Background: an optimization exercise with open tools, aiming at small area. Do not read the settings as production practice.
The RTL was checked by simulation tests, not by an equivalence proof against the original design.
Power figures rest on the tool's default switching activity, not on a simulated workload.

== oak ==
==> flow/design.v <==
module lbmem(input CLK, input RESET, input [7:0] wdata, input wen, output [7:0] rdata, output valid);
  reg [7:0] sr [0:63];
  reg state;
  reg [2:0] cnt;
  integer i;
  wire we = wen & ~RESET;
  always @(posedge CLK) begin
    if (we) begin
      sr[0] <= wdata;
      for (i = 1; i < 64; i = i + 1)
        sr[i] <= sr[i-1];
    end
  end
  always @(posedge CLK or posedge RESET) begin
    if (RESET) begin
      state <= 1'b0;
      cnt <= 3'h0;
    end else begin
      if (state == 1'b0) begin
        cnt <= cnt + {2'h0, wen};
        state <= (cnt == 3'h7 & wen);
      end else begin
        cnt <= wen ? cnt : cnt - 1'b1;
        state <= (cnt != 3'h1 | wen);
      end
    end
  end
  assign valid = (state & (cnt != 3'h1 | wen)) | (cnt == 3'h7 & wen);
  wire [7:0] c1;   
  genvar j;
  generate
    for (j = 0; j < 8; j = j + 1) begin : dec
      assign c1[j] = (cnt == j);
    end
  endgenerate
  wire [7:0] hit;
  generate
    for (j = 0; j < 8; j = j + 1) begin : sel
      assign hit[j] = wen ? c1[(j + 1) % 8] : c1[(j + 2) % 8];
    end
  endgenerate
  wire [7:0] w [0:7];
  generate
    for (j = 0; j < 7; j = j + 1) begin : src
      assign w[j] = sr[j];
    end
  endgenerate
  assign w[7] = sr[63];
  reg [7:0] rd;
  integer k;
  always @(*) begin
    rd = 8'h00;
    for (k = 0; k < 8; k = k + 1)
      rd = rd | (w[k] & {8{hit[k]}});
  end
  assign rdata = rd;
endmodule
==> flow/config.mk <==
export PLATFORM = sky130hd
export DESIGN_NAME = lbmem
export DESIGN_NICKNAME = lbmem
export VERILOG_FILES = /design/flow/design.v
export SDC_FILE = /design/flow/constraint.sdc
export NUM_CORES = 4
export LEC_CHECK = 0
export ABC_AREA = 1
export CAP_MARGIN = 20
export CORE_MARGIN = 2
export CORE_UTILIZATION = 70
export SETUP_SLACK_MARGIN = 0.2
export SLEW_MARGIN = 20
==> flow/constraint.sdc <==
create_clock -name core_clock -period 8.0 [get_ports {CLK}]
set_input_delay 1.6000 -clock core_clock [delete_from_list [all_inputs] [get_ports {CLK}]]
set_output_delay 1.6000 -clock core_clock [all_outputs]
set_load 0.01 [all_outputs]
standard.sh (not shown) runs the stock make flow with config.mk's settings and CLKGATE_MAP_FILE= SYNTH_SCRIPT=/design/flow/synth_recipe.tcl, a recipe that flattens the netlist after the stock synthesis.
==> flow/flow/run.sh <==
#!/bin/bash
# Standard ORFS layout with three changes:
#  - synthesis maps the logic with an area-oriented ABC script and without
#    Yosys's adder extraction (registers are unchanged: same synthesis script,
#    only the combinational mapping differs);
#  - the clock tree is built without dummy loads, from one buffer size;
#  - the port buffers are the smallest buffer.
# Full tool output goes to flow.log; ORFS's per-step logs stay under orfs/logs/.
set -euo pipefail
W=$PWD
rm -rf "$W/myscripts"
cp -r "$FLOW_HOME/scripts" "$W/myscripts"
printf 'strash\ndch\namap\ntopo\n' > "$W/myscripts/abc_area.script"
CTS="-sink_clustering_enable -repair_clock_nets -dont_use_dummy_load -buf_list sky130_fd_sc_hd__clkbuf_8 -sink_clustering_size 18 -sink_clustering_max_diameter 60"
bash standard.sh "SCRIPTS_DIR=$W/myscripts" "ADDER_MAP_FILE=" "ABC_AREA=1" "CTS_ARGS=$CTS" \
  "BUFFER_PORTS_ARGS=-buffer_cell sky130_fd_sc_hd__buf_1" finish > "$W/flow.log" 2>&1
oak went all the way through synthesis, placement and routing and the layout is clean on timing, DRC and antenna.
Relative to oak, the following input files were edited for pine:
--- a/flow/flow/run.sh
+++ b/flow/flow/run.sh
@@ -13,3 +13,3 @@
 printf 'strash\ndch\namap\ntopo\n' > "$W/myscripts/abc_area.script"
-CTS="-sink_clustering_enable -repair_clock_nets -dont_use_dummy_load -buf_list sky130_fd_sc_hd__clkbuf_8 -sink_clustering_size 18 -sink_clustering_max_diameter 60"
+CTS="-sink_clustering_enable -repair_clock_nets -dont_use_dummy_load -buf_list sky130_fd_sc_hd__clkbuf_16 -sink_clustering_size 26 -sink_clustering_max_diameter 45"
 bash standard.sh "SCRIPTS_DIR=$W/myscripts" "ADDER_MAP_FILE=" "ABC_AREA=1" "CTS_ARGS=$CTS" \
==> run notes <==
- Final antenna diode count: oak vs pine identical
- Of pine and oak, oak shows the lower final area, with pine above it.
- [pine] number of global-route vias before repair rose 7.1% relative to oak
- Synthesis-to-finish area growth: pine vs oak up 3.3 points

* * *

== try-onyx ==
// lbmem: RTL as listed in full above, without the edits since
export LEC_CHECK = 0
export ABC_AREA = 1
export CAP_MARGIN = 20
export CORE_MARGIN = 2
export CORE_UTILIZATION = 70
export SETUP_SLACK_MARGIN = 0.2
export SLEW_MARGIN = 20
create_clock -name core_clock -period 8.0 [get_ports {CLK}]
==> flow/flow/run.sh <==
#!/bin/bash
# Standard ORFS layout with three changes:
#  - synthesis maps the logic with an area-oriented ABC script and without
#    Yosys's adder extraction (registers are unchanged: same synthesis script,
#    only the combinational mapping differs);
#  - the clock tree is built without dummy loads, from one buffer size;
#  - the port buffers are the smallest buffer.
# Full tool output goes to flow.log; ORFS's per-step logs stay under orfs/logs/.
set -euo pipefail
W=$PWD
rm -rf "$W/myscripts"
cp -r "$FLOW_HOME/scripts" "$W/myscripts"
printf 'strash\ndch\namap\ntopo\n' > "$W/myscripts/abc_area.script"
CTS="-sink_clustering_enable -repair_clock_nets -dont_use_dummy_load -buf_list sky130_fd_sc_hd__clkbuf_4 -sink_clustering_size 12 -sink_clustering_max_diameter 50"
bash standard.sh "SCRIPTS_DIR=$W/myscripts" "ADDER_MAP_FILE=" "ABC_AREA=1" "CTS_ARGS=$CTS" \
  "BUFFER_PORTS_ARGS=-buffer_cell sky130_fd_sc_hd__buf_1" finish > "$W/flow.log" 2>&1
The flow did not stop early for try-onyx: all stages ran, and the layout cleared the timing, design-rule and antenna checks.
Here is what was changed in the inputs of try-nickel compared with try-onyx.
Settings: swapping 70 for 75 in CORE_UTILIZATION.
==> flow/flow/run.sh <==
#!/bin/bash
# Standard ORFS layout, with the clock tree built without dummy loads and the
# port buffers taken as the smallest buffer. Full tool output goes to flow.log;
# ORFS's per-step logs stay under orfs/logs/.
set -euo pipefail
CTS="-sink_clustering_enable -repair_clock_nets -dont_use_dummy_load -buf_list sky130_fd_sc_hd__clkbuf_16 -sink_clustering_size 40 -sink_clustering_max_diameter 60"
bash standard.sh "CTS_ARGS=$CTS" "BUFFER_PORTS_ARGS=-buffer_cell sky130_fd_sc_hd__buf_1" finish > flow.log 2>&1
## What came out
- Status: try-nickel FAILED at clock tree synthesis (4_1_cts) (tool error)
- try-nickel against try-onyx; number of standard-cell rows in the floorplan is down by a few percent.
- [try-nickel vs try-onyx] post-placement worst setup slack: higher in try-nickel
- Measured against try-onyx, the synthesized cell count of try-nickel comes out at 1.17 times the reference value.
- try-nickel vs try-onyx: vertical extent of the die down
- Status: synthesized-area fraction occupied by xor and xnor cells parity (try-onyx, try-nickel)
- As far as number of top-level pins goes, try-nickel and try-onyx are indistinguishable; the numbers are identical.
- Summary of try-nickel over try-onyx: H-tree level count decreased by 1 relative to the old numbers; post-synthesis instance area increased by 2.4% relative to the old numbers; number of gates given a new drive strength after cts closely matched the old numbers; x dimension of the die decreased by 2.2% relative to the old numbers.
- Comparing try-nickel and try-onyx, the lower count of cell types in the netlist was measured on try-nickel.
## Diff of input files: try-indigo against try-nickel
Settings: a change of CORE_UTILIZATION from 75 to 70.
==> flow/flow/run.sh <==
#!/bin/bash
# Standard ORFS layout with three changes:
#  - synthesis maps the logic with an area-oriented ABC script and without
#    Yosys's adder extraction (registers are unchanged: same synthesis script,
#    only the combinational mapping differs);
#  - the clock tree is built without dummy loads, from one buffer size;
#  - the port buffers are the smallest buffer.
# Full tool output goes to flow.log; ORFS's per-step logs stay under orfs/logs/.
set -euo pipefail
W=$PWD
rm -rf "$W/myscripts"
cp -r "$FLOW_HOME/scripts" "$W/myscripts"
printf 'strash\ndch\namap\ntopo\n' > "$W/myscripts/abc_area.script"
CTS="-sink_clustering_enable -repair_clock_nets -dont_use_dummy_load -buf_list sky130_fd_sc_hd__clkbuf_4 -sink_clustering_size 10 -sink_clustering_max_diameter 40"
bash standard.sh "SCRIPTS_DIR=$W/myscripts" "ADDER_MAP_FILE=" "ABC_AREA=1" "CTS_ARGS=$CTS" \
  "BUFFER_PORTS_ARGS=-buffer_cell sky130_fd_sc_hd__buf_1" finish > "$W/flow.log" 2>&1
Notes after the runs:
try-indigo -> try-nickel: post-cts gate resize count delta 0, exact match
The post-synthesis share of cell area spent on xor and xnor gates on try-nickel is in line with that on try-indigo.
As of try-indigo, area of the mapped netlist had fallen by a few percent compared to try-nickel.
try-indigo vs try-nickel: portion of the post-synthesis area used by sequential elements up in try-indigo
Instance area after placement sits lower in try-indigo than in try-nickel.
As far as share of synthesized flip-flops with an asynchronous set or reset goes, try-nickel and try-indigo are indistinguishable; the numbers are identical.
| starting density of the core | try-indigo vs try-nickel | 6.3 points lower |
Setup slack after placement: try-indigo vs try-nickel down 850 ps
As of try-indigo, post-synthesis instance total had fallen by more than 10% compared to try-nickel.
try-indigo went all the way through synthesis, placement and routing and the layout is clean on timing, DRC and antenna.
On number of levels the H-tree was split into, the lower figure sits with try-nickel, not try-indigo.
Here is what was changed in the inputs of try-zinc compared with try-indigo.
Settings: a change of CORE_UTILIZATION from 70 to 80.
--- a/flow/flow/run.sh
+++ b/flow/flow/run.sh
@@ -12,5 +12,5 @@
 cp -r "$FLOW_HOME/scripts" "$W/myscripts"
 printf 'strash\ndch\namap\ntopo\n' > "$W/myscripts/abc_area.script"
-CTS="-sink_clustering_enable -repair_clock_nets -dont_use_dummy_load -buf_list sky130_fd_sc_hd__clkbuf_4 -sink_clustering_size 10 -sink_clustering_max_diameter 40"
+CTS="-sink_clustering_enable -repair_clock_nets -dont_use_dummy_load -buf_list sky130_fd_sc_hd__clkbuf_4 -sink_clustering_size 12 -sink_clustering_max_diameter 50"
 bash standard.sh "SCRIPTS_DIR=$W/myscripts" "ADDER_MAP_FILE=" "ABC_AREA=1" "CTS_ARGS=$CTS" \
   "BUFFER_PORTS_ARGS=-buffer_cell sky130_fd_sc_hd__buf_1" finish > "$W/flow.log" 2>&1
Notes after the runs:
Compared to try-indigo, try-zinc has floorplan die width about 6% lower. Synthesized flop and latch total across try-indigo and try-zinc: no real change. try-indigo and try-zinc ended up with nearly the same net count of the mapped netlist. In try-zinc, the global placer's final weighted congestion came out 0.050 above the value in try-indigo. try-zinc -> try-indigo: number of instances in the synthesized netlist delta 0, exact match. Status(try-zinc) = ERROR, stage = detailed placement (3_5_place_dp). try-zinc against try-indigo: number of top-level pins held, final HPWL from detailed placement went up by about 56%, height of the die fell 6.3%. Number of core rows (try-zinc vs. try-indigo) decreases by a little under 10%. try-zinc vs. try-indigo: initial core utilization rose 11 points; synthesized area about even.
### try-zinc -> try-maple
Settings: CORE_UTILIZATION now 75, was 80.
==> flow/flow/run.sh <==
#!/bin/bash
# Standard ORFS layout, with the clock tree built without dummy loads and the
# port buffers taken as the smallest buffer. Full tool output goes to flow.log;
# ORFS's per-step logs stay under orfs/logs/.
set -euo pipefail
CTS="-sink_clustering_enable -repair_clock_nets -dont_use_dummy_load -buf_list sky130_fd_sc_hd__clkbuf_8 -sink_clustering_size 20 -sink_clustering_max_diameter 40"
bash standard.sh "CTS_ARGS=$CTS" "BUFFER_PORTS_ARGS=-buffer_cell sky130_fd_sc_hd__buf_1" finish > flow.log 2>&1
Notes after the runs:
The flow did not stop early for try-maple: all stages ran, and the layout cleared the timing, design-rule and antenna checks. Reported for try-zinc and try-maple, share of async-settable or async-resettable flops after synthesis turned out identical to the last digit. Looking at area after synthesis across try-zinc and try-maple, the one that comes out higher is try-maple. try-maple against try-zinc; synthesized area per cell is down by more than 10%. The cell count after synthesis in try-maple was higher than what try-zinc gave. try-maple gives more post-synthesis adder-cell area fraction than try-zinc did. Taking try-zinc over try-maple, the synthesized netlist net count ratio works out to 0.852. Diff try-maple..try-zinc | number of register bits inferred by synthesis | unchanged. Summary of the comparison: site row count is higher in try-maple, relative to try-zinc. Sort try-zinc and try-maple by width of the chip, descending, and try-maple comes first.
Relative to try-maple, the following input files were edited for try-willow:
Settings: a change of CORE_UTILIZATION from 75 to 70.
==> flow/flow/run.sh <==
#!/bin/bash
# Standard ORFS layout with three changes:
#  - synthesis maps the logic with an area-oriented ABC script and without
#    Yosys's adder extraction (registers are unchanged: same synthesis script,
#    only the combinational mapping differs);
#  - the clock tree is built without dummy loads, from one buffer size;
#  - the port buffers are the smallest buffer.
# Full tool output goes to flow.log; ORFS's per-step logs stay under orfs/logs/.
set -euo pipefail
W=$PWD
rm -rf "$W/myscripts"
cp -r "$FLOW_HOME/scripts" "$W/myscripts"
printf 'strash\ndch\namap\ntopo\n' > "$W/myscripts/abc_area.script"
CTS="-sink_clustering_enable -repair_clock_nets -dont_use_dummy_load -buf_list sky130_fd_sc_hd__clkbuf_8 -sink_clustering_size 22 -sink_clustering_max_diameter 45"
bash standard.sh "SCRIPTS_DIR=$W/myscripts" "ADDER_MAP_FILE=" "ABC_AREA=1" "CTS_ARGS=$CTS" \
  "BUFFER_PORTS_ARGS=-buffer_cell sky130_fd_sc_hd__buf_1" finish > "$W/flow.log" 2>&1
==> comparison <==
Compared with try-maple, in try-willow well-tap cell count increased by 10 relative to the old numbers, final cell count went down 90, maximum fanout encountered on the critical timing path went down by 4.
try-willow: length of the first detailed-routing pass in iterations higher than try-maple
try-willow completed; timing, DRC and antenna clean
Diff try-maple -> try-willow | setup slack | decrease of 960 ps
try-willow ended up with nor3_1 as its cell type of the slowest stage on the worst timing path; try-maple ended up with buf_1.
Re number of library cell types mapped by synthesis: try-willow and try-maple aren't equal, and the higher value belongs to try-willow.
Compared with try-maple, in try-willow relative contribution of sequential cells to total power increased by 1.4 points relative to the old numbers, clock transition at the register clock pins on the worst setup and hold paths after CTS barely changed, relative area change from synthesis to final layout neither gained nor lost much, wire length shows a reduction of 1500 um.

## static timing again, ports no longer ideal
No port has a modelled driver above. Below, the same layouts with a new extraction and two added sets of constraints. Step 1: set_driving_cell puts a clkbuf_16 on CLK and a buf_2 on each other input, an assumption about the parent block. Step 2 moves the port delays by t, midway between the first and last clock arrival at a register: inputs arrive t later, outputs are due t later. That takes back most of the time a late clock gives input paths. Slacks: ideal / step 1 / step 2; pairs: ideal / step 1.
run | t, ns | slack for setup (ns) | slew at the worst register clock pin (ns) | worst slew at a driven data input, ns
oak | 0.563 | 2.224 / 2.197 / 2.197 | 0.10 / 0.10 | 0.03
pine | 0.550 | 2.237 / 2.210 / 2.210 | 0.08 / 0.08 | 0.03
try-onyx | 0.675 | 2.250 / 2.223 / 2.223 | 0.12 / 0.12 | 0.03
try-indigo | 0.707 | 2.226 / 2.199 / 2.199 | 0.10 / 0.10 | 0.03
try-maple | 0.603 | 3.174 / 3.139 / 3.139 | 0.10 / 0.10 | 0.04
try-willow | 0.569 | 2.216 / 2.189 / 2.189 | 0.11 / 0.11 | 0.03
After both steps setup and hold are still met in every run listed. For try-maple, which loses most, drivers alone change the setup slack by -0.035 ns; drivers and shift together by -0.035 ns.
